Background: an optimization exercise with open tools, aiming at small area and a short achievable clock period. Do not read the settings as production practice.
In this exercise RTL edits were held to simulation tests only and were not proved equivalent to the original.
No activity file was given, so power comes from the tool's default toggle rates.

run a:
==> module bf16_mac_lane, before the edit <==
module bf16_mac_lane (
    input  wire        clk,
    input  wire [15:0] a,
    input  wire [15:0] b,
    input  wire [15:0] c,
    input  wire        relu1,     
    output wire [15:0] d
);
    wire [15:0] ps0, pc0;
    bf16_mul_tree u_tree (.ma(a[6:0]), .mb(b[6:0]), .ps(ps0), .pc(pc0));
    wire [9:0] xm;
    wire [8:0] t;
    bf16_exp_diff u_exp (.ea(a[14:7]), .eb(b[14:7]), .ec(c[14:7]), .xm(xm), .t(t));
    wire       wrap = (t[8:7] == 2'b00);           
    wire       gt0  = wrap | ~xm[9];               
    wire [8:0] dd   = gt0 ? xm[8:0] : ~xm[8:0];
    wire       big0 = wrap | (dd[8:4] != 5'd0);    
    reg [15:0] r0_ps, r0_pc;
    reg  [6:0] r0_mc;
    reg  [3:0] r0_sh;
    reg        r0_big, r0_gt;
    reg  [7:0] r0_e;
    reg        r0_sp, r0_sub;
    always @(posedge clk) begin
        r0_ps  <= ps0;
        r0_pc  <= pc0;
        r0_mc  <= c[6:0];
        r0_sh  <= dd[3:0];
        r0_big <= big0;
        r0_gt  <= gt0;
        r0_e   <= gt0 ? {~t[7], t[6:0]} : c[14:7];
        r0_sp  <= a[15] ^ b[15];
        r0_sub <= a[15] ^ b[15] ^ c[15];
    end
    wire [15:0] prod;
    bf16_mul_cpa u_cpa (.ps(r0_ps), .pc(r0_pc), .p(prod));
    wire [15:0] cm  = {1'b1, r0_mc, 8'b0};
    wire [15:0] x1  = r0_gt ? prod : (r0_big ? 16'd0 : (prod >> r0_sh));
    wire [15:0] y1  = r0_gt ? (r0_big ? 16'd0 : ({1'b0, cm[15:1]} >> r0_sh)) : cm;
    wire        sub1 = r0_sub;
    wire [15:0] yb1  = sub1 ? ~y1 : y1;
    reg [15:0] r1_p, r1_g;
    reg  [7:0] r1_e;
    reg        r1_sp, r1_sub;
    always @(posedge clk) begin
        r1_p   <= x1 ^ yb1;
        r1_g   <= x1 & yb1;
        r1_e   <= r0_e;
        r1_sp  <= r0_sp;
        r1_sub <= sub1;
    end
    wire [15:0] s0, s1;
    wire        c0;
    bf16_addsub u_add (.p(r1_p), .g(r1_g), .s0(s0), .s1(s1), .c0(c0));
    wire [16:0] sum = ~r1_sub ? {c0, s0} : (c0 ? {1'b0, s1} : {1'b0, ~s0});
    wire        sg2 = r1_sp ^ (r1_sub & ~c0);    
    reg [4:0] lz;
    integer i;
    always @(*) begin
        lz = 5'd16;
        for (i = 0; i < 17; i = i + 1)
            if (sum[i]) lz = 16 - i;
    end
    wire zero2 = (sum == 17'd0);
    reg [16:0] emask;
    always @(*)
        for (i = 0; i < 17; i = i + 1)
            emask[i] = ({1'b0, r1_e[4:0]} >= 6'd16 - i);
    wire cy2 = r1_e[4] | (|(sum & emask));
    reg [15:0] r2_s;
    reg  [4:0] r2_lz;
    reg  [7:0] r2_e;
    reg        r2_sg, r2_kill, r2_cy;
    always @(posedge clk) begin
        r2_s    <= sum[15:0];
        r2_lz   <= lz;
        r2_e    <= r1_e;
        r2_sg   <= sg2;
        r2_kill <= zero2 | (relu1 & sg2);
        r2_cy   <= cy2;
    end
    wire [15:0] nm = r2_s << r2_lz;
    wire  [7:0] ne;
    bf16_exp_norm u_enorm (.e(r2_e), .lz(r2_lz), .cy(r2_cy), .ne(ne));
    assign d = r2_kill ? 16'd0 : {r2_sg, ne, nm[15:9]};
endmodule
==> flow/config.mk <==
export PLATFORM = sky130hd
export DESIGN_NAME = tensor_unit_64bit
export DESIGN_NICKNAME = tensor_unit_64bit
export VERILOG_FILES = /design/flow/design.v
export SDC_FILE = /design/flow/constraint.sdc
export NUM_CORES = 4
export LEC_CHECK = 0
export CAP_MARGIN = 20
export CORE_MARGIN = 2
export CORE_UTILIZATION = 40
export SETUP_SLACK_MARGIN = 3.2
export SLEW_MARGIN = 20
==> flow/constraint.sdc <==
create_clock -name core_clock -period 7.0 [get_ports {clk}]
set_input_delay 1.4000 -clock core_clock [delete_from_list [all_inputs] [get_ports {clk}]]
set_output_delay 1.4000 -clock core_clock [all_outputs]
set_load 0.01 [all_outputs]
standard.sh (not shown) runs the stock make flow with config.mk's settings and CLKGATE_MAP_FILE= SYNTH_SCRIPT=/design/flow/synth_recipe.tcl, a recipe that flattens the netlist after the stock synthesis.
==> flow/flow/run.sh <==
#!/bin/bash
# The standard layout, with plain sky130_fd_sc_hd__buf_1 cells as the input and output
# port buffers instead of the delay buffers the resizer picks by default.
set -euo pipefail
bash standard.sh synth > synth.log 2>&1
bash standard.sh "BUFFER_PORTS_ARGS=-buffer_cell sky130_fd_sc_hd__buf_1" finish > layout.log 2>&1
### run a -> run b
diff --git a/flow/design.v b/flow/design.v
--- a/flow/design.v
+++ b/flow/design.v
@@ -625,29 +625,31 @@
     wire [9:0] xm;
     wire [8:0] t;
     bf16_exp_diff u_exp (.ea(a[14:7]), .eb(b[14:7]), .ec(c[14:7]), .xm(xm), .t(t));
     wire       wrap = (t[8:7] == 2'b00);           
     wire       gt0  = wrap | ~xm[9];               
-    wire [8:0] dd   = gt0 ? xm[8:0] : ~xm[8:0];
-    wire       big0 = wrap | (dd[8:4] != 5'd0);    
     reg [15:0] r0_ps, r0_pc;
     reg  [6:0] r0_mc;
-    reg  [3:0] r0_sh;
-    reg        r0_big, r0_gt;
-    reg  [7:0] r0_e;
+    reg  [8:0] r0_xm;
+    reg        r0_wrap, r0_gt;
+    reg  [7:0] r0_ep, r0_ec;
     reg        r0_sp, r0_sub;
     always @(posedge clk) begin
         r0_ps  <= ps0;
         r0_pc  <= pc0;
         r0_mc  <= c[6:0];
-        r0_sh  <= dd[3:0];
-        r0_big <= big0;
+        r0_xm  <= xm[8:0];
+        r0_wrap <= wrap;
         r0_gt  <= gt0;
-        r0_e   <= gt0 ? {~t[7], t[6:0]} : c[14:7];
+        r0_ep  <= {~t[7], t[6:0]};
+        r0_ec  <= c[14:7];
         r0_sp  <= a[15] ^ b[15];
         r0_sub <= a[15] ^ b[15] ^ c[15];
     end
+    wire [8:0] dd     = r0_gt ? r0_xm : ~r0_xm;
+    wire       r0_big = r0_wrap | (dd[8:4] != 5'd0);    
+    wire [3:0] r0_sh  = dd[3:0];
     wire [15:0] prod;
     bf16_mul_cpa u_cpa (.ps(r0_ps), .pc(r0_pc), .p(prod));
     wire [15:0] cm  = {1'b1, r0_mc, 8'b0};
     wire [15:0] x1  = r0_gt ? prod : (r0_big ? 16'd0 : (prod >> r0_sh));
     wire [15:0] y1  = r0_gt ? (r0_big ? 16'd0 : ({1'b0, cm[15:1]} >> r0_sh)) : cm;
@@ -657,11 +659,11 @@
     reg  [7:0] r1_e;
     reg        r1_sp, r1_sub;
     always @(posedge clk) begin
         r1_p   <= x1 ^ yb1;
         r1_g   <= x1 & yb1;
-        r1_e   <= r0_e;
+        r1_e   <= r0_gt ? r0_ep : r0_ec;
         r1_sp  <= r0_sp;
         r1_sub <= sub1;
     end
     wire [15:0] s0, s1;
     wire        c0;
@@ -679,23 +681,23 @@
     reg [16:0] emask;
     always @(*)
         for (i = 0; i < 17; i = i + 1)
             emask[i] = ({1'b0, r1_e[4:0]} >= 6'd16 - i);
     wire cy2 = r1_e[4] | (|(sum & emask));
-    reg [15:0] r2_s;
+    reg [15:2] r2_s;
     reg  [4:0] r2_lz;
     reg  [7:0] r2_e;
     reg        r2_sg, r2_kill, r2_cy;
     always @(posedge clk) begin
-        r2_s    <= sum[15:0];
+        r2_s    <= lz[4] ? 14'd0 : (lz[3] ? {sum[7:0], 6'd0} : sum[15:2]);
         r2_lz   <= lz;
         r2_e    <= r1_e;
         r2_sg   <= sg2;
         r2_kill <= zero2 | (relu1 & sg2);
         r2_cy   <= cy2;
     end
-    wire [15:0] nm = r2_s << r2_lz;
+    wire [15:2] nm = r2_s << r2_lz[2:0];
     wire  [7:0] ne;
     bf16_exp_norm u_enorm (.e(r2_e), .lz(r2_lz), .cy(r2_cy), .ne(ne));
     assign d = r2_kill ? 16'd0 : {r2_sg, ne, nm[15:9]};
 endmodule
 module tensor_unit_64bit (
==> comparison <==
Number of buffers inserted by hold repair at cts came out exactly the same in run b and run a. Against run a, the final cell area of run b is higher. Diff run a -> run b | clock power | up by a little under 10%. Looking at the reports, run b completed the entire flow and the layout it produced met the timing, DRC and antenna checks. Compared to run a, run b has cell count of the worst reg-to-reg path 1 lower. Die area up 9.6% in run b wrt run a. Run a → run b: DRC marker count from the first detailed-route iteration now sits higher, area taken by multi-input logic gates now sits higher. Between run b and run a, it is run b whose number of non-clock buffers is lower, by about 17%. Looking only at leakage power figure, and setting everything else aside, the higher value of run b and run a goes to run b. Run a → run b: filler-free cell count of the finished design went up; clock network fraction of total power did not really move; initial antenna violation count went down. The filler cell count reported for run b is greater than that of run a by 12%.

========
main:
Another version of the RTL of tensor_unit_64bit (not shown whole).
For scale: about 4400 cells after synthesis, roughly 520 flip-flops, about 260 I/O pins.
==> module bf16_mac_lane, before the edit <==
module bf16_mac_lane (
    input  wire        clk,
    input  wire [15:0] a,
    input  wire [15:0] b,
    input  wire [15:0] c,
    input  wire        relu1,     
    output wire [15:0] d
);
    wire [15:0] ps0, pc0;
    bf16_mul_tree u_tree (.ma(a[6:0]), .mb(b[6:0]), .ps(ps0), .pc(pc0));
    wire [9:0] xm;
    wire [8:0] t;
    bf16_exp_diff u_exp (.ea(a[14:7]), .eb(b[14:7]), .ec(c[14:7]), .xm(xm), .t(t));
    wire       wrap = (t[8:7] == 2'b00);           
    wire       gt0  = wrap | ~xm[9];               
    reg [15:0] r0_ps, r0_pc;
    reg  [6:0] r0_mc;
    reg  [3:0] r0_xm;
    reg        r0_bigp, r0_bigc, r0_gt;
    reg  [7:0] r0_ep, r0_ec;
    reg        r0_sp, r0_sub;
    always @(posedge clk) begin
        r0_ps  <= ps0;
        r0_pc  <= pc0;
        r0_mc  <= c[6:0];
        r0_xm  <= xm[3:0];
        r0_bigp <= wrap | (xm[8:4] != 5'd0);       
        r0_bigc <= (xm[8:4] != 5'b11111);          
        r0_gt  <= gt0;
        r0_ep  <= {~t[7], t[6:0]};
        r0_ec  <= c[14:7];
        r0_sp  <= a[15] ^ b[15];
        r0_sub <= a[15] ^ b[15] ^ c[15];
    end
    wire       r0_big = r0_gt ? r0_bigp : r0_bigc;       
    wire [3:0] r0_sh  = r0_gt ? r0_xm : ~r0_xm;
    wire [15:0] prod;
    bf16_mul_cpa u_cpa (.ps(r0_ps), .pc(r0_pc), .p(prod));
    wire [15:0] cm  = {1'b1, r0_mc, 8'b0};
    wire [15:0] x1  = r0_gt ? prod : (r0_big ? 16'd0 : (prod >> r0_sh));
    wire [15:0] y1  = r0_gt ? (r0_big ? 16'd0 : ({1'b0, cm[15:1]} >> r0_sh)) : cm;
    wire        sub1 = r0_sub;
    wire [15:0] yb1  = sub1 ? ~y1 : y1;
    reg [15:0] r1_p, r1_g;
    reg  [7:0] r1_e;
    reg        r1_sp, r1_sub;
    always @(posedge clk) begin
        r1_p   <= x1 ^ yb1;
        r1_g   <= x1 & yb1;
        r1_e   <= r0_gt ? r0_ep : r0_ec;
        r1_sp  <= r0_sp;
        r1_sub <= sub1;
    end
    wire [15:0] s0, s1;
    wire        c0;
    bf16_addsub u_add (.p(r1_p), .g(r1_g), .s0(s0), .s1(s1), .c0(c0));
    wire [16:0] sum = ~r1_sub ? {c0, s0} : (c0 ? {1'b0, s1} : {1'b0, ~s0});
    wire        sg2 = r1_sp ^ (r1_sub & ~c0);    
    reg [4:0] lz;
    integer i;
    always @(*) begin
        lz = 5'd16;
        for (i = 0; i < 17; i = i + 1)
            if (sum[i]) lz = 16 - i;
    end
    wire zero2 = (sum == 17'd0);
    wire [4:0] eh1 = r1_e[7:3] - 5'd1;
    wire [4:0] eh2 = r1_e[7:3] - 5'd2;
    wire [7:0] ec2 = {lz[4] ? eh2 : (lz[3] ? eh1 : r1_e[7:3]), r1_e[2:0]};
    reg [15:2] r2_s;
    reg  [2:0] r2_f;
    reg  [7:0] r2_e;
    reg        r2_sg, r2_kill;
    always @(posedge clk) begin
        r2_s    <= lz[4] ? 14'd0 : (lz[3] ? {sum[7:0], 6'd0} : sum[15:2]);
        r2_f    <= lz[2:0];
        r2_e    <= ec2;
        r2_sg   <= sg2;
        r2_kill <= zero2 | (relu1 & sg2);
    end
    wire [15:2] nm  = r2_s << r2_f;
    wire        bw  = r2_e[2:0] < r2_f;
    wire  [2:0] nlo = r2_e[2:0] - r2_f;
    wire  [4:0] nhi = bw ? (r2_e[7:3] - 5'd1) : r2_e[7:3];
    wire  [7:0] ne  = {nhi, nlo};
    assign d = r2_kill ? 16'd0 : {r2_sg, ne, nm[15:9]};
endmodule
clock: 7.0 ns
lec_check: 0
cap_margin: 20
core_margin: 2
core_utilization: 40
setup_slack_margin: 3.2
slew_margin: 20
Scripts as last shown in full above: flow/flow/run.sh
Modified inputs, the feature branch compared to main
diff --git a/flow/design.v b/flow/design.v
--- a/flow/design.v
+++ b/flow/design.v
@@ -623,29 +623,29 @@
     bf16_exp_diff u_exp (.ea(a[14:7]), .eb(b[14:7]), .ec(c[14:7]), .xm(xm), .t(t));
     wire       wrap = (t[8:7] == 2'b00);           
     wire       gt0  = wrap | ~xm[9];               
     reg [15:0] r0_ps, r0_pc;
     reg  [6:0] r0_mc;
-    reg  [3:0] r0_xm;
-    reg        r0_bigp, r0_bigc, r0_gt;
+    reg  [8:0] r0_xm;
+    reg        r0_wrap, r0_gt;
     reg  [7:0] r0_ep, r0_ec;
     reg        r0_sp, r0_sub;
     always @(posedge clk) begin
         r0_ps  <= ps0;
         r0_pc  <= pc0;
         r0_mc  <= c[6:0];
-        r0_xm  <= xm[3:0];
-        r0_bigp <= wrap | (xm[8:4] != 5'd0);       
-        r0_bigc <= (xm[8:4] != 5'b11111);          
+        r0_xm  <= xm[8:0];
+        r0_wrap <= wrap;
         r0_gt  <= gt0;
         r0_ep  <= {~t[7], t[6:0]};
         r0_ec  <= c[14:7];
         r0_sp  <= a[15] ^ b[15];
         r0_sub <= a[15] ^ b[15] ^ c[15];
     end
-    wire       r0_big = r0_gt ? r0_bigp : r0_bigc;       
-    wire [3:0] r0_sh  = r0_gt ? r0_xm : ~r0_xm;
+    wire [8:0] dd     = r0_gt ? r0_xm : ~r0_xm;
+    wire       r0_big = r0_wrap | (dd[8:4] != 5'd0);    
+    wire [3:0] r0_sh  = dd[3:0];
     wire [15:0] prod;
     bf16_mul_cpa u_cpa (.ps(r0_ps), .pc(r0_pc), .p(prod));
     wire [15:0] cm  = {1'b1, r0_mc, 8'b0};
     wire [15:0] x1  = r0_gt ? prod : (r0_big ? 16'd0 : (prod >> r0_sh));
     wire [15:0] y1  = r0_gt ? (r0_big ? 16'd0 : ({1'b0, cm[15:1]} >> r0_sh)) : cm;
Re part of the total power dissipated in the clock network: main was lower than the feature branch. Against main, the feature branch reports a clock-buffer cell count that is lower. The final layout from the feature branch, which completed every stage, passed the timing, DRC and antenna checks at the end of the flow. Comparing non-clock buffer count for main and the feature branch, the bigger number came from the feature branch. The feature branch ended up with a higher number of antenna violations at the first check in global routing than main did. Flip-flop and latch count went up by a few percent going from main to the feature branch. First-pass GRT wire length for the feature branch: 5.0% up relative to main. Summary: with main as the reference, clock power in the feature branch moved up by a little under 10%. The feature branch vs main — number of rows in the core area rose 2. Share of the clock period used by the worst path after layout on the feature branch is up relative to main. Lower count of nets after finishing was reported by main, not the feature branch. Compare main and the feature branch | synthesized cell count higher: the feature branch.

[separate check: timing with driven ports]
Ports are ideal in the flow. The routed layouts listed here were re-timed in OpenROAD. Step 1 assumes that a clkbuf_16 drives the clock port and a buf_2 every other input. Step 2 adds t to the input delays and takes it off the output delays; t is the mean of the earliest and latest rising clock arrival at the registers after step 1. Input paths then give back, and output paths get back, about the clock's delay inside the block. Three values: ideal, step 1, step 2; two values: the first two.
| run | t, ns | setup WS [ns] | hold slack, ns |
|---|---|---|---|
| run a | 0.688 | 3.081 / 3.074 / 2.402 | 0.324 / 0.324 / 0.324 |
| run b | 0.733 | 3.104 / 3.037 / 2.818 | 0.326 / 0.326 / 0.326 |
| main | 0.706 | 3.266 / 3.266 / 2.790 | 0.323 / 0.323 / 0.323 |
| the feature branch | 0.729 | 3.226 / 3.157 / 2.688 | 0.326 / 0.326 / 0.326 |
After both steps setup and hold are still met in every run listed. The setup slack of run a, which loses most, moves by -0.007 ns with the drivers and by -0.679 ns with both steps.
